This is an optimization exercise on Yosys and OpenROAD, whose aim is small area, a short achievable clock period and few clock cycles, not a production implementation. No functional check of the RTL was part of any run shown here. No activity file was given, so power comes from the tool's default toggle rates.

==> flow/design.v <==
module CHIP (
    clk, rst_n,
    mem_read_D, mem_write_D, mem_addr_D, mem_wdata_D, mem_rdata_D, mem_ready_D,
    mem_read_I, mem_write_I, mem_addr_I, mem_wdata_I, mem_rdata_I, mem_ready_I,
    DCACHE_addr, DCACHE_wdata, DCACHE_wen
);
    input          clk, rst_n;
    output         mem_read_D;
    output         mem_write_D;
    output [31:4]  mem_addr_D;
    output [127:0] mem_wdata_D;
    input  [127:0] mem_rdata_D;
    input          mem_ready_D;
    output         mem_read_I;
    output         mem_write_I;
    output [31:4]  mem_addr_I;
    output [127:0] mem_wdata_I;
    input  [127:0] mem_rdata_I;
    input          mem_ready_I;
    output [29:0]  DCACHE_addr;
    output [31:0]  DCACHE_wdata;
    output         DCACHE_wen;
    localparam IIB = 2;               
    localparam IW  = 2;               
    localparam IS  = 1 << IIB;
    localparam ISB = 10;              
    localparam ITW = ISB - IIB;       
    localparam DIB = 1;               
    localparam DW  = 2;               
    localparam DS  = 1 << DIB;
    localparam DSB = 10;              
    localparam DTW = DSB - DIB;
    localparam DVB = (DW == 2) ? DIB + 1 : DIB;
    localparam MS_IDLE = 2'd0, MS_REQ = 2'd1, MS_WAIT = 2'd2;
    reg  [29:0] pc;                  
    reg         d_v;                 
    reg  [31:0] d_ir;
    reg  [29:0] d_pc1;               
    reg         e_v;                 
    reg  [4:0]  e_sa;                
    reg  [31:0] e_yv;                
    reg         e_sub, e_sra, e_srl, e_bne;
    reg         e_osum, e_olog, e_osh, e_oslt, e_olnk;    
    reg  [1:0]  e_lop;
    reg         e_fw;                
    reg         e_sam, e_saw, e_sbm, e_sbw, e_sym, e_syw;    
    reg  [29:0] e_pc1;               
    reg  [29:0] e_alt;               
    reg         e_pt;                
    reg  [29:0] ras;                 
    reg  [31:0] e_a, e_b;
    reg  [4:0]  e_rd;
    reg         e_we, e_ld, e_st, e_br, e_jr;
    reg  [31:0] m_res;               
    reg  [31:0] m_fwd;               
    reg  [31:0] m_sd;
    reg  [4:0]  m_rd;
    reg         m_we, m_ld, m_st, m_fw;
    reg  [31:0] w_val;               
    reg  [31:0] w_fwd;               
    reg  [4:0]  w_rd;
    reg         w_we;
    reg  [31:0] rf [1:31];
    wire freeze;                     
    reg  [127:0]   ic_data  [0:IW*IS-1];
    reg  [ITW-1:0] ic_tag   [0:IW*IS-1];
    reg            ic_valid [0:IW*IS-1];
    reg  [IS-1:0]  ic_lru;           
    reg  [27-ISB:0] ic_seg;          
    reg  [1:0]  is_st;
    reg         i_req;
    reg  [27:0] i_addr;
    wire [27:0]    f_line = pc[29:2];
    wire [IIB-1:0] f_idx  = f_line[IIB-1:0];
    wire [ITW-1:0] f_tag  = f_line[ISB-1:IIB];
    wire           f_sh   = (f_line[27:ISB] == ic_seg);
    function [31:0] word_of;
        input [127:0] l;
        input [1:0]   w;
        begin
            case (w)
                2'd0: word_of = l[31:0];
                2'd1: word_of = l[63:32];
                2'd2: word_of = l[95:64];
                default: word_of = l[127:96];
            endcase
        end
    endfunction
    wire f_h0 = f_sh & ic_valid[f_idx] & (ic_tag[f_idx] == f_tag);
    wire f_h1;
    wire [31:0] f_w0 = word_of(ic_data[f_idx], pc[1:0]);
    wire [31:0] f_w1;
    generate if (IW == 2) begin : g_iw2
        assign f_h1 = f_sh & ic_valid[IS + f_idx] & (ic_tag[IS + f_idx] == f_tag);
        assign f_w1 = word_of(ic_data[IS + f_idx], pc[1:0]);
    end else begin : g_iw1
        assign f_h1 = 1'b0;
        assign f_w1 = 32'd0;
    end endgenerate
    wire f_hit = f_h0 | f_h1;
    wire f_byp = (is_st == MS_WAIT) & mem_ready_I & (i_addr == f_line);
    wire [31:0] f_ir = f_h1 ? f_w1 : (f_h0 ? f_w0 : word_of(mem_rdata_I, pc[1:0]));
    wire f_ok = f_hit | f_byp;
    wire [29:0] f_pc1 = pc + 30'd1;
    wire [IIB-1:0] n_idx  = f_idx + 1'b1;
    wire           n_cy   = &f_idx;
    wire [ITW-1:0] f_tag1 = f_tag + 1'b1;
    wire           n_out  = n_cy & (&f_tag);               
    wire [27:0]    n_line = {f_line[27:ISB], n_cy ? f_tag1 : f_tag, n_idx};
    wire n_h0 = ic_valid[n_idx] & (n_cy ? (ic_tag[n_idx] == f_tag1) : (ic_tag[n_idx] == f_tag));
    wire n_h1;
    generate if (IW == 2) begin : g_nw2
        assign n_h1 = ic_valid[IS + n_idx] & (n_cy ? (ic_tag[IS + n_idx] == f_tag1) : (ic_tag[IS + n_idx] == f_tag));
    end else begin : g_nw1
        assign n_h1 = 1'b0;
    end endgenerate
    wire n_hit = n_h0 | n_h1;
    wire [5:0] d_op = d_ir[31:26];
    wire [5:0] d_fn = d_ir[5:0];
    wire [4:0] d_rs = d_ir[25:21];
    wire [4:0] d_rt = d_ir[20:16];
    wire [4:0] d_rdf = d_ir[15:11];
    wire d_rtype = (d_op == 6'b000000);
    wire d_jr    = d_rtype & (d_fn[5:1] == 5'b00100);          
    wire d_jalr  = d_rtype & (d_fn == 6'b001001);
    wire d_j     = (d_op == 6'b000010);
    wire d_jal   = (d_op == 6'b000011);
    wire d_br    = (d_op[5:1] == 5'b00010);                   
    wire d_lw    = (d_op == 6'b100011);
    wire d_sw    = (d_op == 6'b101011);
    wire d_imm   = (d_op[5:3] == 3'b001);                     
    wire d_rtalu = d_rtype & ~d_jr;
    wire d_ret   = d_rtype & (d_fn == 6'b001000);              
    wire d_use_rs = ~(d_j | d_jal) & ~(d_rtype & (d_fn[5:2] == 4'b0000));   
    wire d_use_rt = d_rtype | d_br | d_sw;
    wire [4:0] d_rd  = d_jal ? 5'd31 : (d_rtype ? d_rdf : d_rt);
    wire       d_we  = (d_rtalu | d_jalr | d_jal | d_imm | d_lw) & (d_rd != 5'd0);
    wire [29:0] d_btgt = d_pc1 + {{14{d_ir[15]}}, d_ir[15:0]};
    wire [29:0] d_jtgt = {d_pc1[29:26], d_ir[25:0]};
    wire        d_bpt  = d_br & d_ir[15];                      
    wire [31:0] d_rsv = (d_rs == 5'd0) ? 32'd0 : ((w_we & (w_rd == d_rs)) ? w_val : rf[d_rs]);
    wire [31:0] d_rtv = (d_rt == 5'd0) ? 32'd0 : ((w_we & (w_rd == d_rt)) ? w_val : rf[d_rt]);
    wire [2:0] d_code = d_rtype ? d_fn[2:0] : (d_op[5] ? 3'b000 : d_op[2:0]);
    wire d_sub = (d_code == 3'b010);                           
    wire d_slt = d_sub & (~d_rtype | d_fn[3]);
    wire d_shf = d_rtype & ~d_fn[5];
    wire d_ui  = (d_op[5:2] == 4'b0011);                       
    wire d_haz = d_v & e_ld & ((d_use_rs & (e_rd == d_rs)) | (d_use_rt & (e_rd == d_rt)));
    wire [31:0] e_fa = e_sam ? m_fwd : (e_saw ? w_fwd : e_a);
    wire [31:0] e_fb = e_sbm ? m_fwd : (e_sbw ? w_fwd : e_b);
    wire [31:0] e_y  = e_sym ? m_fwd : (e_syw ? w_fwd : e_yv);
    wire [31:0] e_sum = e_fa + (e_sub ? ~e_y : e_y) + {31'd0, e_sub};
    wire e_lt = (e_fa[31] ^ e_y[31]) ? e_fa[31] : e_sum[31];
    wire [4:0] e_sh = e_sa;
    wire [31:0] e_shr = $signed({e_sra & e_fb[31], e_fb}) >>> e_sh;
    wire [31:0] e_shl = e_fb << e_sh;
    reg  [31:0] e_log;
    always @(*) begin
        case (e_lop)
            2'd0: e_log = e_fa & e_y;
            2'd1: e_log = e_fa | e_y;
            2'd2: e_log = e_fa ^ e_y;
            default: e_log = ~(e_fa | e_y);
        endcase
    end
    wire [31:0] e_res = ({32{e_olnk}} & {e_pc1, 2'b00}) |
                        ({32{e_osh}}  & (e_srl ? e_shr : e_shl)) |
                        {31'd0, e_oslt & e_lt} |
                        ({32{e_olog}} & e_log) |
                        ({32{e_osum}} & e_sum);
    wire e_eq  = (e_fa == e_fb);
    wire e_tk  = e_bne ? ~e_eq : e_eq;
    wire e_mis = e_v & e_br & (e_tk != e_pt);
    wire e_red = e_mis | (e_v & e_jr & ~(e_pt & (e_fa[31:2] == e_alt)));
    wire [29:0] e_tgt = e_jr ? e_fa[31:2] : e_alt;
    reg  [127:0]   dc_data  [0:DW*DS-1];
    reg  [DTW-1:0] dc_tag   [0:DW*DS-1];
    reg            dc_valid [0:DW*DS-1];
    reg            dc_dirty [0:DW*DS-1];
    reg  [DS-1:0]  dc_lru;
    reg  [27-DSB:0] dc_seg;          
    localparam D_IDLE = 3'd0, D_RREQ = 3'd1, D_RWAIT = 3'd2, D_WB1 = 3'd3, D_WB2 = 3'd4, D_WWAIT = 3'd5;
    reg  [2:0]     ds_st;
    reg            dm_rd, dm_wr;
    reg  [27:0]    dm_addr;
    reg  [DVB-1:0] d_vi;             
    reg            d_wb;             
    reg  [27:0]    d_wba;            
    reg            d_wsel;           
    reg            d_fl;             
    reg            d_st;             
    reg  [1:0]     ps_wo;            
    reg  [31:0]    ps_d;             
    wire [27:0]    m_line = m_res[31:4];
    wire [DIB-1:0] m_idx  = m_line[DIB-1:0];
    wire [DTW-1:0] m_tag  = m_line[DSB-1:DIB];
    wire           m_sh   = (m_line[27:DSB] == dc_seg);
    wire [1:0]     m_wo   = m_res[3:2];
    wire m_h0 = m_sh & dc_valid[m_idx] & (dc_tag[m_idx] == m_tag);
    wire m_h1;
    wire [31:0] m_w0 = word_of(dc_data[m_idx], m_wo);
    wire [31:0] m_w1;
    generate if (DW == 2) begin : g_dw2
        assign m_h1 = m_sh & dc_valid[DS + m_idx] & (dc_tag[DS + m_idx] == m_tag);
        assign m_w1 = word_of(dc_data[DS + m_idx], m_wo);
    end else begin : g_dw1
        assign m_h1 = 1'b0;
        assign m_w1 = 32'd0;
    end endgenerate
    wire m_hit = m_h0 | m_h1;
    wire m_acc = m_ld | m_st;
    wire d_idle = (ds_st == D_IDLE);
    wire d_busy = (ds_st == D_RREQ) | (ds_st == D_RWAIT) | (ds_st == D_WB1) | (ds_st == D_WB2);
    wire d_rdy  = (ds_st == D_RWAIT) & mem_ready_D;
    wire d_go   = d_rdy & ~d_st;                           
    assign freeze = m_acc & ((m_st & d_busy) | (~m_hit & ~(m_st & d_idle & m_sh) & ~d_go));
    wire [31:0] m_ldv = d_go ? word_of(mem_rdata_D, m_wo) : (m_h1 ? m_w1 : m_w0);
    reg            f_any;
    reg  [DVB-1:0] f_dl;
    integer q;
    always @(*) begin
        f_any = 1'b0;
        f_dl  = {DVB{1'b0}};
        for (q = DW*DS-1; q >= 0; q = q - 1)
            if (dc_valid[q] & dc_dirty[q]) begin
                f_any = 1'b1;
                f_dl  = q;
            end
    end
    wire m_vw = (DW == 2) ? (~dc_valid[m_idx] ? 1'b0 : ~dc_valid[DS + m_idx] ? 1'b1 : dc_lru[m_idx]) : 1'b0;
    wire [DVB-1:0] m_vi = (DW == 2) ? {m_vw, m_idx} : m_idx;
    wire [127:0] d_new;
    genvar gw;
    generate for (gw = 0; gw < 4; gw = gw + 1) begin : g_merge
        assign d_new[32*gw +: 32] = (d_st & (ps_wo == gw)) ? ps_d : mem_rdata_D[32*gw +: 32];
    end endgenerate
    assign mem_read_D  = dm_rd;
    assign mem_write_D = dm_wr;
    assign mem_addr_D  = d_wsel ? d_wba : dm_addr;
    assign mem_wdata_D = dc_data[d_vi];
    assign DCACHE_wen   = m_st;
    assign DCACHE_addr  = m_res[31:2];
    assign DCACHE_wdata = m_sd;
    assign mem_read_I  = i_req;
    assign mem_write_I = 1'b0;
    assign mem_addr_I  = i_addr;
    assign mem_wdata_I = 128'd0;
    wire d_red  = d_v & ~d_haz & (d_j | d_jal | d_bpt | d_ret);
    wire [29:0] d_tgt = d_ret ? ras : (d_br ? d_btgt : d_jtgt);
    integer k;
    always @(posedge clk) begin
        if (!rst_n) begin
            pc   <= 30'd0;
            d_v  <= 1'b0;
            e_v  <= 1'b0;
            e_we <= 1'b0; e_ld <= 1'b0; e_st <= 1'b0; e_br <= 1'b0; e_jr <= 1'b0; e_fw <= 1'b0;
            m_we <= 1'b0; m_ld <= 1'b0; m_st <= 1'b0; m_fw <= 1'b0;
            w_we <= 1'b0;
        end else if (!freeze) begin
            w_we  <= m_we;
            w_rd  <= m_rd;
            w_val <= m_ld ? m_ldv : m_res;
            if (m_we) w_fwd <= m_ld ? m_ldv : m_res;
            m_we  <= e_v & e_we;
            m_fw  <= e_v & e_fw;
            m_ld  <= e_v & e_ld;
            m_st  <= e_v & e_st;
            m_rd  <= e_rd;
            m_res <= e_res;
            if (e_v & e_fw) m_fwd <= e_res;
            m_sd  <= e_fb;
            if (e_red | d_haz | ~d_v) begin
                e_v <= 1'b0;
                e_we <= 1'b0; e_ld <= 1'b0; e_st <= 1'b0; e_br <= 1'b0; e_jr <= 1'b0; e_fw <= 1'b0;
            end else begin
                e_v  <= 1'b1;
                e_we <= d_we;
                e_ld <= d_lw;
                e_st <= d_sw;
                e_br <= d_br;
                e_jr <= d_jr;
                e_fw <= d_we & ~d_lw;
            end
            e_sa  <= d_ir[10:6];
            e_yv  <= d_rtype ? d_rtv : {{16{~d_ui & d_ir[15]}}, d_ir[15:0]};
            e_sub <= d_sub;
            e_sra <= d_fn[0];
            e_srl <= d_fn[1];
            e_lop <= d_code[1:0];
            e_olnk <= d_jal | d_jalr;
            e_osh  <= d_shf & ~d_jalr;
            e_oslt <= d_slt;
            e_olog <= d_code[2] & ~d_shf & ~d_jal & ~d_jalr;
            e_osum <= ~d_code[2] & ~d_slt & ~d_shf & ~d_jal & ~d_jalr;
            e_bne <= d_op[0];
            e_sam <= e_v & e_fw & (e_rd == d_rs);
            e_saw <= m_we & (m_rd == d_rs);
            e_sbm <= e_v & e_fw & (e_rd == d_rt);
            e_sbw <= m_we & (m_rd == d_rt);
            e_sym <= d_rtype & e_v & e_fw & (e_rd == d_rt);
            e_syw <= d_rtype & m_we & (m_rd == d_rt);
            e_pc1 <= d_pc1;
            e_alt <= d_ret ? ras : (d_bpt ? d_pc1 : d_btgt);
            e_pt  <= d_bpt | d_ret;
            if (d_v & ~d_haz & ~e_red & (d_jal | d_jalr)) ras <= d_pc1;
            e_a   <= d_rsv;
            e_b   <= d_rtv;
            e_rd  <= d_rd;
            if (e_red) begin
                pc  <= e_tgt;
                d_v <= 1'b0;
            end else if (d_haz) begin
            end else if (d_red) begin
                pc  <= d_tgt;
                d_v <= 1'b0;
            end else begin
                d_v   <= f_ok;
                d_ir  <= f_ir;
                d_pc1 <= f_pc1;
                if (f_ok) pc <= f_pc1;
            end
        end
    end
    always @(posedge clk) begin
        if (!rst_n) begin
            for (k = 1; k < 32; k = k + 1) rf[k] <= 32'd0;
        end else if (w_we) begin
            rf[w_rd] <= w_val;
        end
    end
    wire i_redirect = ~freeze & d_red;
    wire i_dem  = ~f_hit & ~i_redirect;
    wire i_pref = f_hit & ~n_hit & ~n_out & ~i_redirect;
    wire i_ivw  = (IW == 2) ? (~ic_valid[i_addr[IIB-1:0]] ? 1'b0 : ~ic_valid[IS + i_addr[IIB-1:0]] ? 1'b1 : ic_lru[i_addr[IIB-1:0]]) : 1'b0;
    always @(posedge clk) begin
        if (!rst_n) begin
            is_st <= MS_IDLE;
            i_req <= 1'b0;
            for (k = 0; k < IW*IS; k = k + 1) ic_valid[k] <= 1'b0;
            ic_lru <= {IS{1'b0}};
        end else begin
            if (IW == 2 && f_hit) ic_lru[f_idx] <= ~f_h1;
            case (is_st)
                MS_IDLE: begin
                    i_addr <= f_hit ? n_line : f_line;
                    if (i_dem | i_pref) begin
                        i_req  <= 1'b1;
                        is_st  <= MS_REQ;
                    end
                end
                MS_REQ: begin
                    i_req <= 1'b0;
                    is_st <= MS_WAIT;
                end
                default: begin
                    if (mem_ready_I) begin
                        is_st <= MS_IDLE;
                        if (i_addr[27:ISB] != ic_seg) begin
                            ic_seg <= i_addr[27:ISB];
                            for (k = 0; k < IW*IS; k = k + 1) ic_valid[k] <= 1'b0;
                        end
                        if (IW == 2) begin
                            ic_data [{i_ivw, i_addr[IIB-1:0]}] <= mem_rdata_I;
                            ic_tag  [{i_ivw, i_addr[IIB-1:0]}] <= i_addr[ISB-1:IIB];
                            ic_valid[{i_ivw, i_addr[IIB-1:0]}] <= 1'b1;
                            ic_lru[i_addr[IIB-1:0]] <= ~i_ivw;
                        end else begin
                            ic_data [i_addr[IIB-1:0]] <= mem_rdata_I;
                            ic_tag  [i_addr[IIB-1:0]] <= i_addr[ISB-1:IIB];
                            ic_valid[i_addr[IIB-1:0]] <= 1'b1;
                        end
                    end
                end
            endcase
        end
    end
    always @(posedge clk) begin
        if (!rst_n) begin
            ds_st <= D_IDLE;
            dm_rd <= 1'b0;
            dm_wr <= 1'b0;
            d_wsel <= 1'b0;
            d_fl   <= 1'b0;
            dc_seg <= {(28-DSB){1'b0}};
            for (k = 0; k < DW*DS; k = k + 1) dc_valid[k] <= 1'b0;
            dc_lru <= {DS{1'b0}};
        end else begin
            if (m_acc && m_hit && !(m_st && d_busy)) begin
                if (DW == 2) dc_lru[m_idx] <= ~m_h1;
                if (m_st) begin
                    dc_dirty[m_h1 ? DS + m_idx : m_idx] <= 1'b1;
                    case (m_wo)
                        2'd0: dc_data[m_h1 ? DS + m_idx : m_idx][31:0]   <= m_sd;
                        2'd1: dc_data[m_h1 ? DS + m_idx : m_idx][63:32]  <= m_sd;
                        2'd2: dc_data[m_h1 ? DS + m_idx : m_idx][95:64]  <= m_sd;
                        default: dc_data[m_h1 ? DS + m_idx : m_idx][127:96] <= m_sd;
                    endcase
                end
            end
            case (ds_st)
                D_IDLE: begin
                    if (m_acc && !m_sh) begin
                        if (f_any) begin
                            d_vi   <= f_dl;
                            d_wba  <= {dc_seg, dc_tag[f_dl], f_dl[DIB-1:0]};
                            d_fl   <= 1'b1;
                            ds_st  <= D_WB1;
                        end else begin
                            dc_seg <= m_line[27:DSB];
                            for (k = 0; k < DW*DS; k = k + 1) dc_valid[k] <= 1'b0;
                        end
                    end else if (m_acc && !m_hit) begin
                        dm_rd   <= 1'b1;
                        dm_addr <= m_line;
                        d_vi    <= m_vi;
                        d_wb    <= dc_valid[m_vi] & dc_dirty[m_vi];
                        d_wba   <= {dc_seg, dc_tag[m_vi], m_idx};
                        d_st    <= m_st;
                        ps_wo   <= m_wo;
                        ps_d    <= m_sd;
                        ds_st   <= D_RREQ;
                    end
                end
                D_RREQ: begin
                    dm_rd <= 1'b0;
                    ds_st <= D_RWAIT;
                end
                D_RWAIT: begin
                    if (mem_ready_D) begin
                        if (d_wb) begin
                            ds_st <= D_WB1;
                        end else begin
                            ds_st <= D_IDLE;
                            dc_data [d_vi] <= d_new;
                            dc_tag  [d_vi] <= dm_addr[DSB-1:DIB];
                            dc_valid[d_vi] <= 1'b1;
                            dc_dirty[d_vi] <= d_st;
                            if (DW == 2) dc_lru[dm_addr[DIB-1:0]] <= ~d_vi[DVB-1];
                        end
                    end
                end
                D_WB1: begin
                    dm_wr   <= 1'b1;
                    d_wsel  <= 1'b1;
                    ds_st   <= D_WB2;
                end
                D_WB2: begin
                    dm_wr  <= 1'b0;
                    d_wsel <= 1'b0;
                    if (!d_fl) begin
                        dc_data [d_vi] <= d_new;
                        dc_tag  [d_vi] <= dm_addr[DSB-1:DIB];
                        dc_valid[d_vi] <= 1'b1;
                        dc_dirty[d_vi] <= d_st;
                        if (DW == 2) dc_lru[d_vi[DIB-1:0]] <= ~d_vi[DVB-1];
                    end
                    ds_st <= D_WWAIT;
                end
                default: begin
                    if (mem_ready_D) begin
                        ds_st <= D_IDLE;
                        if (d_fl) begin
                            d_fl <= 1'b0;
                            dc_dirty[d_vi] <= 1'b0;
                        end
                    end
                end
            endcase
        end
    end
endmodule
==> flow/run.sh <==
#!/bin/bash
# synth_recipe.tcl (not shown) runs the flow's synth.tcl, then flattens the netlist and writes it again
# the make line also repeats each setting of config.mk as NAME=value (left out here)
make -C /OpenROAD-flow-scripts/flow DESIGN_CONFIG=/design/flow/config.mk WORK_HOME=/design/flow/orfs CLKGATE_MAP_FILE= SYNTH_SCRIPT=/design/flow/synth_recipe.tcl finish
==> flow/config.mk <==
export PLATFORM = sky130hd
export DESIGN_NAME = CHIP
export DESIGN_NICKNAME = CHIP
export VERILOG_FILES = /design/flow/design.v
export SDC_FILE = /design/flow/constraint.sdc
export NUM_CORES = 8
export LEC_CHECK = 0
export ABC_CLOCK_PERIOD_IN_PS = 4000
export CAP_MARGIN = 20
export CORE_MARGIN = 2
export CORE_UTILIZATION = 40
export SETUP_SLACK_MARGIN = 4.5
export SLEW_MARGIN = 20
==> flow/constraint.sdc <==
create_clock -name core_clock -period 9.0 [get_ports {clk}]
set_input_delay 1.8000 -clock core_clock [delete_from_list [all_inputs] [get_ports {clk}]]
set_output_delay 1.8000 -clock core_clock [all_outputs]
set_load 0.01 [all_outputs]
==> impl_results.md, run 1 <==
* Status: timing/DRC/antenna clean
* Initial core utilization at 40.1%
* Post-synth EDFFs at 3,245
* Clock skew at 101 ps
* I/O Buffers at 509
* WL met2 at 280,000 um
* FF+latch count, synth at 3,348
* Gr ovfl total at 0
* Commonest cells after routing, fill and taps aside: edfxtp_1 (3,245), mux4_2 (1,218), and2_1 (1,016)
* Post-synthesis sequential area ratio at 59.7%
* Post-DP HPWL at 374,000 um
* Internal at 0.0277 W
* TritonCTS clock tree: built
* Sequential Area at 99,600 um^2
* H-tree depth at 5
* Clock Tree Root: clkbuf_16
* Clock Tree Buf Depth at 4
* Post-synth top area share at 58.4%
* Area Growth Syn to Fin at 16.3%
* Clock share of power at 40.8%
* Critical Path End Type: primary output
* Yosys cell types at 102
* Core area at 416,000 um^2
* Largest net degree at the start of global routing at 112
* Critical path fanouts, max at 6
* Fmax at 215 MHz
* Wl on met1 at 214,000 um
* Global-route usage over all layers at 27.1%
* Worst Hold Class: flop to flop
* Fin crit share at 51.7%
* CTS Hold Buffers Added at 0
* LEAKAGE at 66.0 nW
* Worst-Margin Slew at 1200 ps
* Global-route wire length before repair at 821,000 um
* Routed Antenna Nets at 0
* Drt pass-1 iters at 10
* Drt wl/cell at 34.0 um
* Synth Flop Type: edfxtp_1
* Sequential share of power at 48.4%
* Clock Pin Slew Worst Setup and Hold Paths at 60 ps
* Number of global-route vias before repair at 107,000
* Final Critical Period at 4650 ps
* Path type of the worst setup path: flop to primary output
* Io pins at 639
* Share of synthesized registers carrying an async set or reset at 0%
* Post-Route WL at 591,000 um
* NumNets Final at 11,900
* Area contributors post-synth: edfxtp_1 (58%), mux4_2 (16%), and2_1 (3.8%)
* Sw Pwr at 0.00931 W
* Switching share of power at 25.1%
* Die ar. at 422,000 um^2
* Clock Sinks at 3,348
* Rel. slew slack at 20.0%
* WP data arrival at 2850 ps
* Synthesized area per cell at 15.1 um^2
* Final worst slack at 4350 ps
* Layout cells sized above 1 at 23.3%
* Setup violators final at 0
* Worst IR drop on VDD at 0.186 mV
* Leading cell type in the layout, fill and taps excluded: edfxtp_1
* Initial antenna violation count at 72
* Drc violations at 0
* Max-Cap Viols at 0
* Chip width at 650 um
* Clock latency on the worst-skew pair at 1030 ps
* Placement Setup Slack at 1840 ps
* Height of the chip at 650 um
* Worst Path Required at 7200 ps
* Logic pwr share at 10.8%
* DR vias/cell at 6.22
* Final Max Slew Viols at 0
* Cells after synthesis at 11,000
* Syn Std Cell Area at 167,000 um^2
* FILL cells at 35,500
* RSZ-0062 raised after global routing: yes
* Iteration-0 DRC count of the detailed router at 14,100
* Setup TNS at 0 ps
* Routed via count at 108,000
* Final Hold Viols at 0
* Top layer used by detailed routing: met5
* Post-synth top area cell: edfxtp_1
* Routed wl met3 at 57,800 um
* RePlAce Congestion at 0.966
* Power Dens Cells at 191 nW/um^2
* Min Hold Slack at 475 ps
* Cts bufs inserted at 366
* CP Launch Type: flop
* Core Rows at 237
* Multi-input gate area at 63,900 um^2
* Yosys warnings at 1
[area by class of cell]
type,instances,share of cell area [%]
multi-input combinational,6521,32.9
clock buffer,444,4.92
timing repair buffer,1018,5.46
antenna,30,0.0387
clock inverter,231,1.24
inverter,257,0.503
tap,5497,3.55
timing repair inverter,2,0.00645
sequential,3348,51.3
[through the flow]
stage	util (%)	instance area, um^2	std cells	power (W)
detailed placement	42.8	178000	16400	0.0220
floorplan	-	167000	11200	0.0204
global route	46.6	194000	17300	0.0380
finish	46.6	194000	17300	0.0370
global placement	42.8	178000	16400	0.0220
CTS	46.2	192000	17200	0.0370
[flip-flops by register name, summed over array words and instances (netlist names), 30 cells and up, named ones only]
name and flops:
d_ir 32, w_val 32, e_pc1 30, ic_tag 64, w_fwd 32, dc_data 512
dc_tag 36, ras 30, ps_d 32, ic_data 1024, d_pc1 30, e_a 32
e_alt 30, m_res 32, e_b 32, m_sd 32, rf 1024, pc 30
m_fwd 32, e_yv 32
[power groups by stage]
stage,Sequential [W],Clock [W],Combinational (W)
after detailed placement,0.0183,0,0.00372
after global routing,0.0180,0.0158,0.00418
after floorplan,0.0180,0,0.00243
after global placement,0.0183,0,0.00368
after CTS,0.0180,0.0153,0.00379
final,0.0179,0.0151,0.00400
[worst max-delay path, cell delays in order, from the launching register on]
cell and delay (ps):
dfxtp_4 360, buf_12 140, buf_12 120, buf_12 120, buf_8 120, buf_16 130
buf_12 140, buf_6 120, mux4_2 480, buf_6 150
[cell families after synthesis]
logic type	count (synthesis)	share of synthesized area, %
compound gates	1484	5.95
simple gates	2658	8.10
xor+xnor	340	1.79
other cells	1	0.00225
buf+inv	1309	3.39
flops	3348	59.7
mux	1768	20.1
fa+ha+maj	137	1.04
[layer usage]
metal / vias to the layer above / GRT usage [%]
met5: - / 0
met4: 34 / 15.0
met3: 1513 / 5.57
met2: 6833 / 44.2
met1: 55500 / 34.0
li1: 44000 / -
[synth_stat cells (19+ instances only)]
library cell and count:
a211oi_1 186, a21o_1 54, a21oi_1 323, a221oi_1 32, a222oi_1 108, a22oi_1 22
a31oi_1 172, and2_1 1016, and3_1 32, buf_1 146, buf_2 46, buf_4 168
clkbuf_1 685, dfxtp_1 103, edfxtp_1 3245, ha_1 134, inv_1 248, mux2_2 111
mux2i_1 391, mux4_2 1218, nand2_1 730, nand2b_1 28, nand3_1 83, nand4_1 53
nor2_1 488, nor2b_1 74, nor3_1 49, nor4_1 34, o211ai_1 34, o21a_1 19
o21ai_0 276, o221ai_1 23, o22ai_1 60, xnor2_1 213, xor2_1 127
[timing repair]
| item | CTS | global route |
|---|---|---|
| gates resized for setup | 396 | 181 |
| buffers inserted | 117 | 72 |
| gates cloned | 16 | 8 |
| hold endpoints to repair | 0 | 0 |
| setup endpoints to repair | 1754 | 583 |
| pin swaps | 37 | 17 |
[worst paths after layout]
| kind | startpoint | to | slack (ps) | depth (start not counted) |
|---|---|---|---|---|
| hold / removal | dc_seg[1] | d_wba[11] | 480 | 0 |
| setup / recovery | flop | mem_wdata_D[84] | 4350 | 9 |
| setup reg to reg | e_saw | ras[29] | 4480 | 13 |
| hold reg to reg | dc_seg[1] | d_wba[11] | 480 | 0 |
==> run 2: changes to the inputs <==
--- a/flow/config.mk
+++ b/flow/config.mk
@@ -8,6 +8,6 @@
 export ABC_CLOCK_PERIOD_IN_PS = 4000
 export CAP_MARGIN = 20
 export CORE_MARGIN = 2
-export CORE_UTILIZATION = 40
+export CORE_UTILIZATION = 55
 export SETUP_SLACK_MARGIN = 4.5
 export SLEW_MARGIN = 20
==> impl_results.md, run 2 <==
* RePlAce Congestion at 0.965 (-0.11%)
* Clock Tree Root: clkbuf_16
* Iteration-0 DRC count of the detailed router at 16,300 (+16%)
* Clock Tree Buf Depth at 4 (unchanged)
* Clock Sinks at 3,348 (unchanged)
* Commonest cells after routing, fill and taps aside: edfxtp_1 (3,245), mux4_2 (1,218), and2_1 (1,016)
* Largest net degree at the start of global routing at 132 (+18%)
* Critical path fanouts, max at 13 (+7)
* CP Launch Type: flop
* Chip width at 555 um (-15%)
* Yosys cell types at 102 (unchanged)
* Clock latency on the worst-skew pair at 960 ps (-70 ps)
* CTS Hold Buffers Added at 0 (unchanged)
* Dpl cells at 14,900 (-9.1%)
* Leading cell type in the layout, fill and taps excluded: edfxtp_1
* Post-synth top area cell: edfxtp_1
* Post-Route WL at 582,000 um (-1.5%)
* Worst IR drop on VDD at 0.180 mV (-3.5%)
* Area Growth Syn to Fin at 15.0%
* Fin crit share at 50.3% (-1.4 points)
* RSZ-0062 raised after global routing: yes
* Setup TNS at 0 ps (unchanged)
* Synthesized area per cell at 15.1 um^2 (unchanged)
* Cts bufs inserted at 358 (-2.2%)
* Cell with the most instances after synthesis: edfxtp_1
* Worst hold path depth at 0 (unchanged)
* Post-DP HPWL at 360,000 um (-3.9%)
* Gr ovfl total at 0 (unchanged)
* Area contributors post-synth: edfxtp_1 (58%), mux4_2 (16%), and2_1 (3.8%)
* Clock skew at 86.2 ps (-14.9 ps)
* Final Critical Period at 4520 ps (-129 ps)
* Share of synthesized registers carrying an async set or reset at 0% (unchanged)
* H-tree depth at 5 (unchanged)
* Reg2reg path depth at 18 (+5)
* Status: timing/DRC/antenna clean
* Core Rows at 202 (-15%)
* Critical Path End Type: flop
* Worst Path Required at 9740 ps (+2540 ps)
* Hold path start: dc_seg[3]
* Io pins at 639 (unchanged)
* NumNets Final at 11,900 (-0.28%)
* Worst r2r src: e_syw
* DR vias/cell at 6.87 (+11%)
* Final Hold Viols at 0 (unchanged)
* Post-synth top area share at 58.4% (unchanged)
* Number of global-route vias before repair at 106,000 (-0.95%)
* Rel. slew slack at 13.6% (-6.4 points)
* Core area at 302,000 um^2 (-27%)
* TritonCTS clock tree: built
* Power Dens Cells at 194 nW/um^2 (+1.6%)
* Syn Std Cell Area at 167,000 um^2 (unchanged)
* Max-Cap Viols at 0 (unchanged)
* Clock Pin Slew Worst Setup and Hold Paths at 60 ps (about the same)
* Worst Hold Class: flop to flop
* Initial antenna violation count at 79 (+9.7%)
* Fin cells at 15,800 (-9.0%)
* Routed via count at 109,000 (+0.56%)
* Post-synth EDFFs at 3,245 (unchanged)
* Layout cells sized above 1 at 22.8% (-0.54 points)
* I/O Buffers at 509 (unchanged)
* Min Hold Slack at 477 ps (+1.13 ps)
* Final Max Slew Viols at 0 (unchanged)
* WP data arrival at 5270 ps (+2420 ps)
* Reg2reg end: m_fwd[0]
* Global-route wire length before repair at 808,000 um (-1.6%)
* Initial core utilization at 55.2% (+15 points)
* Drt wl/cell at 36.8 um (+8.2%)
* Cells after synthesis at 11,000 (unchanged)
* Post-synthesis sequential area ratio at 59.7% (unchanged)
* Setup violators final at 0 (unchanged)
* Fmax at 221 MHz (+2.8%)
* Top post-synthesis cells by count: edfxtp_1 (3,245), mux4_2 (1,218), and2_1 (1,016)
* LEAKAGE at 66.0 nW (about the same)
* Routed Antenna Nets at 0 (unchanged)
* FF+latch count, synth at 3,348 (unchanged)
* Drc violations at 0 (unchanged)
* Die ar. at 308,000 um^2 (-27%)
* Path type of the worst setup path: flop to flop
* Synth Flop Type: edfxtp_1
* FF-to-FF setup slack at 4480 ps (about the same)
* Drt pass-1 iters at 9 (-1)
* Worst-Margin Slew at 1290 ps (+90.9 ps)
* Worst Hold End: d_wba[13]
* Height of the chip at 555 um (-15%)
* Global-route usage over all layers at 37.2% (+10 points)
* Yosys warnings at 1 (unchanged)
-- run 2: final cells by class --
cell class                 count  area [um^2]
clock inverter               222         2520
clock buffer                 435         9390
fill                       21800       111000
timing repair buffer         994        10200
inverter                     257          980
antenna                       31         77.6
sequential                  3348        99600
tap                         3978         4980
timing repair inverter         1         5.00
multi-input combinational   6521        64000
-- run 2: logic make-up (layout without fill, tap and decap cells) --
group                    Yosys count  after routing  synth area share (%)
AND/OR/NAND/NOR                 2658           2662                  8.10
other                              1            160               0.00225
multiplexers                    1768           1768                  20.1
flip-flops                      3348           3348                  59.7
buffers and inverters           1309           1909                  3.39
XOR/XNOR                         340            340                  1.79
adder cells (fa/ha/maj)          137            137                  1.04
AO/OA/AOI/OAI                   1484           1485                  5.95
-- run 2: worst max-delay path, stage by stage, from the launching register on --
cell      delay [ps]
edfxtp_1         390
buf_12           180
buf_4            190
mux2i_1          210
nor2_1            60
a21oi_1          730
xnor2_1          140
ha_1             420
a21o_1           210
a21oi_1          150
o21bai_1         100
a21o_1           200
a21o_1           180
a21oi_1          200
nand2_1           90
o221ai_2         150
buf_6            160
mux2_4           300
o211ai_1         220
-- run 2: power by group --
group,switching (W),total [W],internal (W)
Combinational,0.00259,0.00422,0.00163
Sequential,0.000366,0.0179,0.0175
Clock,0.00636,0.0151,0.00876
Total,0.00931,0.0372,0.0279
-- run 2: how the worst max path moves through the flow --
stage | startpoint | to | slack (ps) | depth (start not counted)
after floorplan | mem_ready_D | flop | 1690 | 8
after global placement | mem_ready_D | dc_data[1][31] | 2040 | 9
after detailed placement | mem_ready_D | dc_data[2][86] | 2060 | 9
after CTS | flop | mem_wdata_D[89] | 4290 | 4
after global routing | m_res[4] | dc_data[2][109] | 4430 | 10
final | e_syw | m_fwd[0] | 4480 | 18
-- run 2: timing repair --
action | in CTS | in global routing
buffers inserted | 117 | 33
resized for setup | 265 | 153
cloned | 19 | 6
pin swaps | 38 | 13
setup endpoints to repair | 1456 | 702
-- run 2: metal layers --
layer  share of wire [%]  track usage (%)  vias up
met5               0.059                0        -
met4                 6.0             19.2       54
met3                  11             8.24     1403
met2                  46             57.0     7210
met1                  37             50.4    56000
li1                    -                -    43900
-- run 2: per-stage QoR --
| stage | utilization [%] | cell area, um^2 | total power, W | setup WS (ps) |
|---|---|---|---|---|
| CTS | 63.1 | 191000 | 0.0371 | 4290 |
| global route | 63.4 | 192000 | 0.0381 | 4430 |
| global placement | 58.3 | 176000 | 0.0221 | 2040 |
| floorplan | - | 167000 | 0.0204 | 1690 |
| finish | 63.4 | 192000 | 0.0372 | 4480 |
| detailed placement | 58.4 | 176000 | 0.0221 | 2060 |
==> run 3: changes to the inputs <==
--- a/flow/design.v
+++ b/flow/design.v
@@ -43,8 +43,7 @@
     reg         e_osum, e_olog, e_osh, e_oslt, e_olnk;    
     reg  [1:0]  e_lop;
     reg         e_fw;                
-    reg         e_sam, e_saw, e_sbm, e_sbw, e_sym, e_syw;    
-    reg  [29:0] e_pc1;               
+    reg         e_sam, e_saw, e_sar, e_sbm, e_sbw, e_sbr, e_sym, e_syw, e_syr;    
     reg  [29:0] e_alt;               
     reg         e_pt;                
     reg  [29:0] ras;                 
@@ -88,11 +87,20 @@
     endfunction
     wire f_h0 = f_sh & ic_valid[f_idx] & (ic_tag[f_idx] == f_tag);
     wire f_h1;
-    wire [31:0] f_w0 = word_of(ic_data[f_idx], pc[1:0]);
+    reg  [31:0] f_w0, f_w1r;
+    integer fi;
+    always @(*) begin
+        f_w0  = 32'd0;
+        f_w1r = 32'd0;
+        for (fi = 0; fi < IS*4; fi = fi + 1) begin
+            f_w0  = f_w0  | ({32{pc[IIB+1:0] == fi}} & ic_data[fi / 4][32*(fi % 4) +: 32]);
+            f_w1r = f_w1r | ({32{pc[IIB+1:0] == fi}} & ic_data[(IW - 1) * IS + fi / 4][32*(fi % 4) +: 32]);
+        end
+    end
     wire [31:0] f_w1;
     generate if (IW == 2) begin : g_iw2
         assign f_h1 = f_sh & ic_valid[IS + f_idx] & (ic_tag[IS + f_idx] == f_tag);
-        assign f_w1 = word_of(ic_data[IS + f_idx], pc[1:0]);
+        assign f_w1 = f_w1r;
     end else begin : g_iw1
         assign f_h1 = 1'b0;
         assign f_w1 = 32'd0;
@@ -138,19 +146,36 @@
     wire [29:0] d_btgt = d_pc1 + {{14{d_ir[15]}}, d_ir[15:0]};
     wire [29:0] d_jtgt = {d_pc1[29:26], d_ir[25:0]};
     wire        d_bpt  = d_br & d_ir[15];                      
-    wire [31:0] d_rsv = (d_rs == 5'd0) ? 32'd0 : ((w_we & (w_rd == d_rs)) ? w_val : rf[d_rs]);
-    wire [31:0] d_rtv = (d_rt == 5'd0) ? 32'd0 : ((w_we & (w_rd == d_rt)) ? w_val : rf[d_rt]);
+    reg  [31:0] d_rfs, d_rft;
+    integer r;
+    always @(*) begin
+        d_rfs = 32'd0;
+        d_rft = 32'd0;
+        for (r = 1; r < 32; r = r + 1) begin
+            d_rfs = d_rfs | ({32{d_rs == r}} & rf[r]);
+            d_rft = d_rft | ({32{d_rt == r}} & rf[r]);
+        end
+    end
+    wire [31:0] d_rsv = (w_we & (w_rd == d_rs) & (d_rs != 5'd0)) ? w_val : d_rfs;
+    wire [31:0] d_rtv = (w_we & (w_rd == d_rt) & (d_rt != 5'd0)) ? w_val : d_rft;
     wire [2:0] d_code = d_rtype ? d_fn[2:0] : (d_op[5] ? 3'b000 : d_op[2:0]);
     wire d_sub = (d_code == 3'b010);                           
     wire d_slt = d_sub & (~d_rtype | d_fn[3]);
     wire d_shf = d_rtype & ~d_fn[5];
     wire d_ui  = (d_op[5:2] == 4'b0011);                       
-    wire d_haz = d_v & e_ld & ((d_use_rs & (e_rd == d_rs)) | (d_use_rt & (e_rd == d_rt)));
-    wire [31:0] e_fa = e_sam ? m_fwd : (e_saw ? w_fwd : e_a);
-    wire [31:0] e_fb = e_sbm ? m_fwd : (e_sbw ? w_fwd : e_b);
-    wire [31:0] e_y  = e_sym ? m_fwd : (e_syw ? w_fwd : e_yv);
+    wire d_fam = e_v & e_fw & (e_rd == d_rs);
+    wire d_faw = m_we & (m_rd == d_rs);
+    wire d_fbm = e_v & e_fw & (e_rd == d_rt);
+    wire d_fbw = m_we & (m_rd == d_rt);
+    wire        d_ryv = d_rtype & ~d_jalr;
+    wire [31:0] d_iml = (d_jal | d_jalr) ? {d_pc1, 2'b00} : {{16{~d_ui & d_ir[15]}}, d_ir[15:0]};
+    wire d_haz = d_v & ((e_ld & ((d_use_rs & (e_rd == d_rs)) | (d_use_rt & (e_rd == d_rt)))) |
+                        (pl_v & ((d_use_rs & (d_rs == pl_rd)) | (d_use_rt & (d_rt == pl_rd)) | (d_we & (d_rd == pl_rd)))));
+    wire [31:0] e_fa = ({32{e_sam}} & m_fwd) | ({32{e_saw}} & w_fwd) | ({32{e_sar}} & e_a);
+    wire [31:0] e_fb = ({32{e_sbm}} & m_fwd) | ({32{e_sbw}} & w_fwd) | ({32{e_sbr}} & e_b);
+    wire [31:0] e_y  = ({32{e_sym}} & m_fwd) | ({32{e_syw}} & w_fwd) | ({32{e_syr}} & e_yv);
     wire [31:0] e_sum = e_fa + (e_sub ? ~e_y : e_y) + {31'd0, e_sub};
-    wire e_lt = (e_fa[31] ^ e_y[31]) ? e_fa[31] : e_sum[31];
+    wire e_lt = $signed(e_fa) < $signed(e_y);
     wire [4:0] e_sh = e_sa;
     wire [31:0] e_shr = $signed({e_sra & e_fb[31], e_fb}) >>> e_sh;
     wire [31:0] e_shl = e_fb << e_sh;
@@ -163,7 +188,7 @@
             default: e_log = ~(e_fa | e_y);
         endcase
     end
-    wire [31:0] e_res = ({32{e_olnk}} & {e_pc1, 2'b00}) |
+    wire [31:0] e_res = ({32{e_olnk}} & e_y) |
                         ({32{e_osh}}  & (e_srl ? e_shr : e_shl)) |
                         {31'd0, e_oslt & e_lt} |
                         ({32{e_olog}} & e_log) |
@@ -186,9 +211,14 @@
     reg  [DVB-1:0] d_vi;             
     reg            d_wb;             
     reg  [27:0]    d_wba;            
-    reg            d_wsel;           
+    reg  [127:0]   d_wbuf;           
     reg            d_fl;             
     reg            d_st;             
+    reg            d_pl;             
+    reg            pl_v;             
+    reg            pl_w;             
+    reg  [4:0]     pl_rd;
+    reg  [31:0]    pl_d;
     reg  [1:0]     ps_wo;            
     reg  [31:0]    ps_d;             
     wire [27:0]    m_line = m_res[31:4];
@@ -198,11 +228,20 @@
     wire [1:0]     m_wo   = m_res[3:2];
     wire m_h0 = m_sh & dc_valid[m_idx] & (dc_tag[m_idx] == m_tag);
     wire m_h1;
-    wire [31:0] m_w0 = word_of(dc_data[m_idx], m_wo);
+    reg  [31:0] m_w0, m_w1r;
+    integer mi;
+    always @(*) begin
+        m_w0  = 32'd0;
+        m_w1r = 32'd0;
+        for (mi = 0; mi < DS*4; mi = mi + 1) begin
+            m_w0  = m_w0  | ({32{m_res[DIB+3:2] == mi}} & dc_data[mi / 4][32*(mi % 4) +: 32]);
+            m_w1r = m_w1r | ({32{m_res[DIB+3:2] == mi}} & dc_data[(DW - 1) * DS + mi / 4][32*(mi % 4) +: 32]);
+        end
+    end
     wire [31:0] m_w1;
     generate if (DW == 2) begin : g_dw2
         assign m_h1 = m_sh & dc_valid[DS + m_idx] & (dc_tag[DS + m_idx] == m_tag);
-        assign m_w1 = word_of(dc_data[DS + m_idx], m_wo);
+        assign m_w1 = m_w1r;
     end else begin : g_dw1
         assign m_h1 = 1'b0;
         assign m_w1 = 32'd0;
@@ -212,8 +251,11 @@
     wire d_idle = (ds_st == D_IDLE);
     wire d_busy = (ds_st == D_RREQ) | (ds_st == D_RWAIT) | (ds_st == D_WB1) | (ds_st == D_WB2);
     wire d_rdy  = (ds_st == D_RWAIT) & mem_ready_D;
-    wire d_go   = d_rdy & ~d_st;                           
-    assign freeze = m_acc & ((m_st & d_busy) | (~m_hit & ~(m_st & d_idle & m_sh) & ~d_go));
+    wire m_rel  = m_ld & ~pl_v & ~(e_v & e_we & (e_rd == m_rd)) &
+                  ~(d_v & ((d_use_rs & (d_rs == m_rd)) | (d_use_rt & (d_rt == m_rd)) | (d_we & (d_rd == m_rd))));
+    wire d_go   = d_rdy & ~d_st & ~d_pl;                   
+    assign freeze = m_acc & ((m_st & d_busy) | (~m_hit & ~((m_st | m_rel) & d_idle & m_sh) & ~d_go));
+    wire m_pend = m_ld & ~m_hit & ~d_go;                         
     wire [31:0] m_ldv = d_go ? word_of(mem_rdata_D, m_wo) : (m_h1 ? m_w1 : m_w0);
     reg            f_any;
     reg  [DVB-1:0] f_dl;
@@ -236,8 +278,15 @@
     end endgenerate
     assign mem_read_D  = dm_rd;
     assign mem_write_D = dm_wr;
-    assign mem_addr_D  = d_wsel ? d_wba : dm_addr;
-    assign mem_wdata_D = dc_data[d_vi];
+    assign mem_addr_D  = dm_addr;
+    reg  [127:0] d_wdat;
+    integer wi;
+    always @(*) begin
+        d_wdat = 128'd0;
+        for (wi = 0; wi < DW*DS; wi = wi + 1)
+            d_wdat = d_wdat | ({128{d_vi == wi}} & dc_data[wi]);
+    end
+    assign mem_wdata_D = d_wbuf;
     assign DCACHE_wen   = m_st;
     assign DCACHE_addr  = m_res[31:2];
     assign DCACHE_wdata = m_sd;
@@ -257,10 +306,10 @@
             m_we <= 1'b0; m_ld <= 1'b0; m_st <= 1'b0; m_fw <= 1'b0;
             w_we <= 1'b0;
         end else if (!freeze) begin
-            w_we  <= m_we;
+            w_we  <= m_we & ~m_pend;
             w_rd  <= m_rd;
             w_val <= m_ld ? m_ldv : m_res;
-            if (m_we) w_fwd <= m_ld ? m_ldv : m_res;
+            if (m_we & ~m_pend) w_fwd <= m_ld ? m_ldv : m_res;
             m_we  <= e_v & e_we;
             m_fw  <= e_v & e_fw;
             m_ld  <= e_v & e_ld;
@@ -282,7 +331,7 @@
                 e_fw <= d_we & ~d_lw;
             end
             e_sa  <= d_ir[10:6];
-            e_yv  <= d_rtype ? d_rtv : {{16{~d_ui & d_ir[15]}}, d_ir[15:0]};
+            e_yv  <= d_ryv ? d_rtv : d_iml;
             e_sub <= d_sub;
             e_sra <= d_fn[0];
             e_srl <= d_fn[1];
@@ -293,13 +342,15 @@
             e_olog <= d_code[2] & ~d_shf & ~d_jal & ~d_jalr;
             e_osum <= ~d_code[2] & ~d_slt & ~d_shf & ~d_jal & ~d_jalr;
             e_bne <= d_op[0];
-            e_sam <= e_v & e_fw & (e_rd == d_rs);
-            e_saw <= m_we & (m_rd == d_rs);
-            e_sbm <= e_v & e_fw & (e_rd == d_rt);
-            e_sbw <= m_we & (m_rd == d_rt);
-            e_sym <= d_rtype & e_v & e_fw & (e_rd == d_rt);
-            e_syw <= d_rtype & m_we & (m_rd == d_rt);
-            e_pc1 <= d_pc1;
+            e_sam <= d_fam;
+            e_saw <= d_faw & ~d_fam;
+            e_sar <= ~d_fam & ~d_faw;
+            e_sbm <= d_fbm;
+            e_sbw <= d_fbw & ~d_fbm;
+            e_sbr <= ~d_fbm & ~d_fbw;
+            e_sym <= d_ryv & d_fbm;
+            e_syw <= d_ryv & d_fbw & ~d_fbm;
+            e_syr <= ~d_ryv | (~d_fbm & ~d_fbw);
             e_alt <= d_ret ? ras : (d_bpt ? d_pc1 : d_btgt);
             e_pt  <= d_bpt | d_ret;
             if (d_v & ~d_haz & ~e_red & (d_jal | d_jalr)) ras <= d_pc1;
@@ -321,11 +372,15 @@
             end
         end
     end
+    wire        pl_wr = pl_w & ~w_we;                  
+    wire        rf_we = w_we | pl_wr;
+    wire [4:0]  rf_wa = w_we ? w_rd : pl_rd;
+    wire [31:0] rf_wd = w_we ? w_val : pl_d;
     always @(posedge clk) begin
         if (!rst_n) begin
             for (k = 1; k < 32; k = k + 1) rf[k] <= 32'd0;
-        end else if (w_we) begin
-            rf[w_rd] <= w_val;
+        end else if (rf_we) begin
+            rf[rf_wa] <= rf_wd;
         end
     end
     wire i_redirect = ~freeze & d_red;
@@ -379,8 +434,9 @@
             ds_st <= D_IDLE;
             dm_rd <= 1'b0;
             dm_wr <= 1'b0;
-            d_wsel <= 1'b0;
             d_fl   <= 1'b0;
+            pl_v   <= 1'b0;
+            pl_w   <= 1'b0;
             dc_seg <= {(28-DSB){1'b0}};
             for (k = 0; k < DW*DS; k = k + 1) dc_valid[k] <= 1'b0;
             dc_lru <= {DS{1'b0}};
@@ -397,6 +453,18 @@
                     endcase
                 end
             end
+            if (pl_wr) begin
+                pl_v <= 1'b0;
+                pl_w <= 1'b0;
+            end
+            if (d_idle && m_ld && !m_hit && m_sh && m_rel && !freeze) begin
+                pl_v  <= 1'b1;
+                pl_rd <= m_rd;
+            end
+            if (d_rdy && d_pl) begin
+                pl_w <= 1'b1;
+                pl_d <= word_of(mem_rdata_D, ps_wo);
+            end
             case (ds_st)
                 D_IDLE: begin
                     if (m_acc && !m_sh) begin
@@ -416,6 +484,7 @@
                         d_wb    <= dc_valid[m_vi] & dc_dirty[m_vi];
                         d_wba   <= {dc_seg, dc_tag[m_vi], m_idx};
                         d_st    <= m_st;
+                        d_pl    <= m_rel;
                         ps_wo   <= m_wo;
                         ps_d    <= m_sd;
                         ds_st   <= D_RREQ;
@@ -441,15 +510,16 @@
                 end
                 D_WB1: begin
                     dm_wr   <= 1'b1;
-                    d_wsel  <= 1'b1;
+                    dm_addr <= d_wba;
+                    d_wba   <= dm_addr;
+                    d_wbuf  <= d_wdat;
                     ds_st   <= D_WB2;
                 end
                 D_WB2: begin
                     dm_wr  <= 1'b0;
-                    d_wsel <= 1'b0;
                     if (!d_fl) begin
                         dc_data [d_vi] <= d_new;
-                        dc_tag  [d_vi] <= dm_addr[DSB-1:DIB];
+                        dc_tag  [d_vi] <= d_wba[DSB-1:DIB];
                         dc_valid[d_vi] <= 1'b1;
                         dc_dirty[d_vi] <= d_st;
                         if (DW == 2) dc_lru[d_vi[DIB-1:0]] <= ~d_vi[DVB-1];
--- a/flow/config.mk
+++ b/flow/config.mk
@@ -8,6 +8,6 @@
 export ABC_CLOCK_PERIOD_IN_PS = 4000
 export CAP_MARGIN = 20
 export CORE_MARGIN = 2
-export CORE_UTILIZATION = 55
-export SETUP_SLACK_MARGIN = 4.5
+export CORE_UTILIZATION = 45
+export SETUP_SLACK_MARGIN = 5.0
 export SLEW_MARGIN = 20
==> impl_results.md, run 3 <==
* Yosys warnings at 1 (unchanged)
* CP Launch Type: flop
* Critical path fanouts, max at 8 (-5)
* Clock latency on the worst-skew pair at 1010 ps (+50 ps)
* Largest net degree at the start of global routing at 139 (+5.3%)
* Clock Tree Root: clkbuf_16
* Power Dens Cells at 201 nW/um^2 (+3.7%)
* Routed wl met3 at 109,000 um (+69%)
* Post-synth top area cell: edfxtp_1
* Iteration-0 DRC count of the detailed router at 25,700 (+58%)
* Fmax at 232 MHz (+5.0%)
* Drt wl/cell at 41.4 um (+12%)
* Layout cells sized above 1 at 16.4% (-6.4 points)
* Global-route wire length before repair at 1,020,000 um (+26%)
* FILL cells at 29,600 (+36%)
* Rel. slew slack at 12.5% (-1.1 points)
* Crit-path max cell delay at 480 ps (-250 ps)
* Cts bufs inserted at 373 (+4.2%)
* Core Rows at 219 (+8.4%)
* Worst hold path depth at 2 (+2)
* Clock Pin Slew Worst Setup and Hold Paths at 70 ps (about the same)
* Worst IR drop on VDD at 0.182 mV (+1.4%)
* Final Critical Period at 4310 ps (-215 ps)
* Post-DP HPWL at 465,000 um (+29%)
* Multi-input gate area at 56,500 um^2 (-12%)
* LEAKAGE at 65.1 nW (-1.4%)
* FF+latch count, synth at 3,451 (+3.1%)
* Synth Flop Type: edfxtp_1
* Drc violations at 0 (unchanged)
* Initial antenna violation count at 90 (+14%)
* Core area at 356,000 um^2 (+18%)
* Sequential Area at 103,000 um^2 (+3.1%)
* Share of synthesized registers carrying an async set or reset at 0% (unchanged)
* Post-Route WL at 759,000 um (+30%)
* Area Growth Syn to Fin at 18.3%
* Io pins at 639 (unchanged)
* NumNets Final at 13,600 (+15%)
* Clock skew at 101 ps (+14.6 ps)
* Die ar. at 363,000 um^2 (+18%)
* Clock Tree Buf Depth at 4 (unchanged)
* RePlAce Congestion at 1.01 (+4.8%)
* Min Hold Slack at 479 ps (+2.05 ps)
* Height of the chip at 603 um (+8.7%)
* Final Cell Area at 191,000 um^2 (-0.46%)
* Top layer used by detailed routing: met5
* DP Area at 173,000 um^2 (-2.1%)
* Critical Path End Type: flop
* Setup violators final at 0 (unchanged)
* CP dominant cell by count: buf_6
* Initial core utilization at 45.3% (-9.9 points)
* Number of global-route vias before repair at 121,000 (+14%)
* Post-synthesis sequential area ratio at 63.6% (+4.0 points)
* Critical Path, Cell by Cell: buf_12, buf_6, buf_4, a222oi_1, buf_4, buf_6, buf_8, xnor2_1, nor4_2, a41oi_2, or3b_4, buf_16, a2111oi_4, buf_6, buf_12, clkbuf_16
* Drt pass-1 iters at 19 (+10)
* Worst Hold Class: flop to flop
* TritonCTS clock tree: built
* Wl on met1 at 260,000 um (+21%)
* WP data arrival at 5010 ps (-260 ps)
* Worst Path Required at 9700 ps (-40 ps)
* Worst-Margin Slew at 1300 ps (+10.7 ps)
* RSZ-0062 raised after global routing: yes
* Yosys cell types at 92 (-9.8%)
* Routed Antenna Nets at 0 (unchanged)
* Top post-synthesis cells by count: edfxtp_1 (3,353), nor2_1 (1,607), a22oi_1 (1,053)
* Status: timing/DRC/antenna clean
* I/O Buffers at 509 (unchanged)
* Leading cell type in the layout, fill and taps excluded: edfxtp_1
* CTS Hold Buffers Added at 0 (unchanged)
* Max reg flops at 1,024
* Path type of the worst setup path: flop to flop
* Final Hold Viols at 0 (unchanged)
* CP max stage cell: or3b_4
* Post-synth top area share at 62.4% (+4.0 points)
* WL met2 at 319,000 um (+20%)
* H-tree depth at 5 (unchanged)
* Cell with the most instances after synthesis: edfxtp_1
* Final Max Slew Viols at 0 (unchanged)
* Area contributors post-synth: edfxtp_1 (62%), a22oi_1 (4.9%), nor2_1 (3.7%)
* Gr ovfl total at 0 (unchanged)
* Routed via count at 129,000 (+19%)
* Syn Std Cell Area at 161,000 um^2 (-3.3%)
* Fin crit share at 47.9% (-2.4 points)
* Commonest cells after routing, fill and taps aside: edfxtp_1 (3,353), nor2_1 (1,506), a22oi_1 (1,039)
* Max-Cap Viols at 0 (unchanged)
* Post-synth EDFFs at 3,353 (+3.3%)
* Global-route usage over all layers at 40.4% (+3.2 points)
* Clock Sinks at 3,451 (+3.1%)
* DR vias/cell at 7.05 (+2.6%)
* Synthesized area per cell at 12.8 um^2 (-15%)
* Chip width at 603 um (+8.7%)
* Reg2reg path depth at 16 (-2)
* Cells after synthesis at 12,600 (+14%)
-- run 3: changes by cell type in the layout (fill, tap and decap cells not counted), moves of 169 or more --
cell / before / now
nor2_1: 426 / 1506
a22oi_1: 21 / 1039
and2_1: 1016 / 19
mux4_2: 1218 / 251
a22o_1: 3 / 271
a221oi_1: 32 / 293
buf_4: 363 / 593
nand4_1: 53 / 222
-- run 3: path summary, 6_finish.rpt --
kind / start / to / slack, ps
hold / removal: e_fw / e_fw / 480
hold reg to reg: e_fw / e_fw / 480
setup / recovery: e_sam / d_ir[23] / 4690
setup reg to reg: e_sam / d_ir[23] / 4690
-- run 3: final cells by class --
type                            instances  area share [%]
Sequential cell                      3451            53.8
Clock inverter                        244            1.38
Multi-Input combinational cell       7876            29.6
Timing Repair Buffer                 1252            6.42
Clock buffer                          452            5.14
Timing Repair inverter                  3          0.0190
Inverter                              239           0.502
Antenna cell                           60          0.0787
Tap cell                             4751            3.11
-- run 3: report_power, final --
part	switching (W)	internal [W]
registers	0.000411	0.0180
logic	0.00273	0.00136
clock network	0.00682	0.00905
-- run 3: metrics by stage --
| stage | util [%] | setup TNS, ps | power [W] | std cells | setup WS (ps) |
|---|---|---|---|---|---|
| 2_1_floorplan | - | -121600 | 0.0204 | 12700 | -1360 |
| 3_3_place_gp | 48.4 | 0 | 0.0222 | 17200 | 2760 |
| 3_5_place_dp | 48.5 | 0 | 0.0222 | 17200 | 2790 |
| 4_1_cts | 53.0 | 0 | 0.0381 | 18200 | 4790 |
| 5_1_grt | 53.6 | 0 | 0.0391 | 18300 | 4610 |
| 6_report | 53.6 | 0 | 0.0384 | 18300 | 4690 |
-- run 3: critical path: cells and delay by family, from the launching register on --
| family | cells | cell delay, ps |
|---|---|---|
| DFF | 1 | 460 |
| xor gates and xnor gates | 1 | 90 |
| AOI/OAI and AO/OA | 3 | 890 |
| and+or+nand+nor | 2 | 950 |
| buffers and inverters | 10 | 1660 |
-- run 3: layer usage --
layer | up-vias | global-route usage, %
met5 | - | 1.39
met4 | 55 | 29.0
met3 | 3238 | 14.5
met2 | 12000 | 58.5
met1 | 63800 | 49.9
li1 | 50100 | -
-- run 3: kinds of logic (layout without fill, tap and decap cells) --
kind of cell	Yosys count	in the layout	share of synthesized area, %
other	1	189	0.00232
adders and majority gates	173	173	1.35
AOI/OAI and AO/OA	3147	3150	14.2
DFF	3451	3451	63.6
buffers and inverters	1401	2190	3.67
xor gates and xnor gates	359	359	1.95
and+or+nand+nor	3386	3400	9.05
muxes	665	665	6.17
-- run 3: what timing repair did --
action | 4_1_cts | 5_1_grt
buffers inserted | 217 | 93
cloned | 25 | 17
pin swaps | 72 | 87
setup endpoints to repair | 2687 | 1199
resized for setup | 288 | 210

-- port drivers added, routing unchanged --
The flow's constraints put no driver on any port. The routed layouts listed below were extracted and timed again, unchanged, in two steps. Step 1 assumes that a clkbuf_16 drives the clock port and a buf_2 every other input. Step 2 moves the port delays by t, midway between the first and last clock arrival at a register: inputs arrive t later, outputs are due t later. That takes back most of the time a late clock gives input paths. Three values: ideal, step 1, step 2; two values: the first two.
run	t, ns	setup slack, ns	worst hold slack (ns)	slew at the worst register clock pin (ns)
run 1	1.114	4.347 / 4.215 / 3.416	0.475 / 0.475 / 0.475	0.07 / 0.07
run 2	1.032	4.475 / 4.388 / 3.566	0.477 / 0.477 / 0.477	0.07 / 0.07
run 3	1.081	4.690 / 4.690 / 3.804	0.479 / 0.479 / 0.479	0.07 / 0.07
After both steps every run listed still meets setup and hold. The setup slack of run 1, which loses most, moves by -0.132 ns with the drivers and by -0.931 ns with both steps.
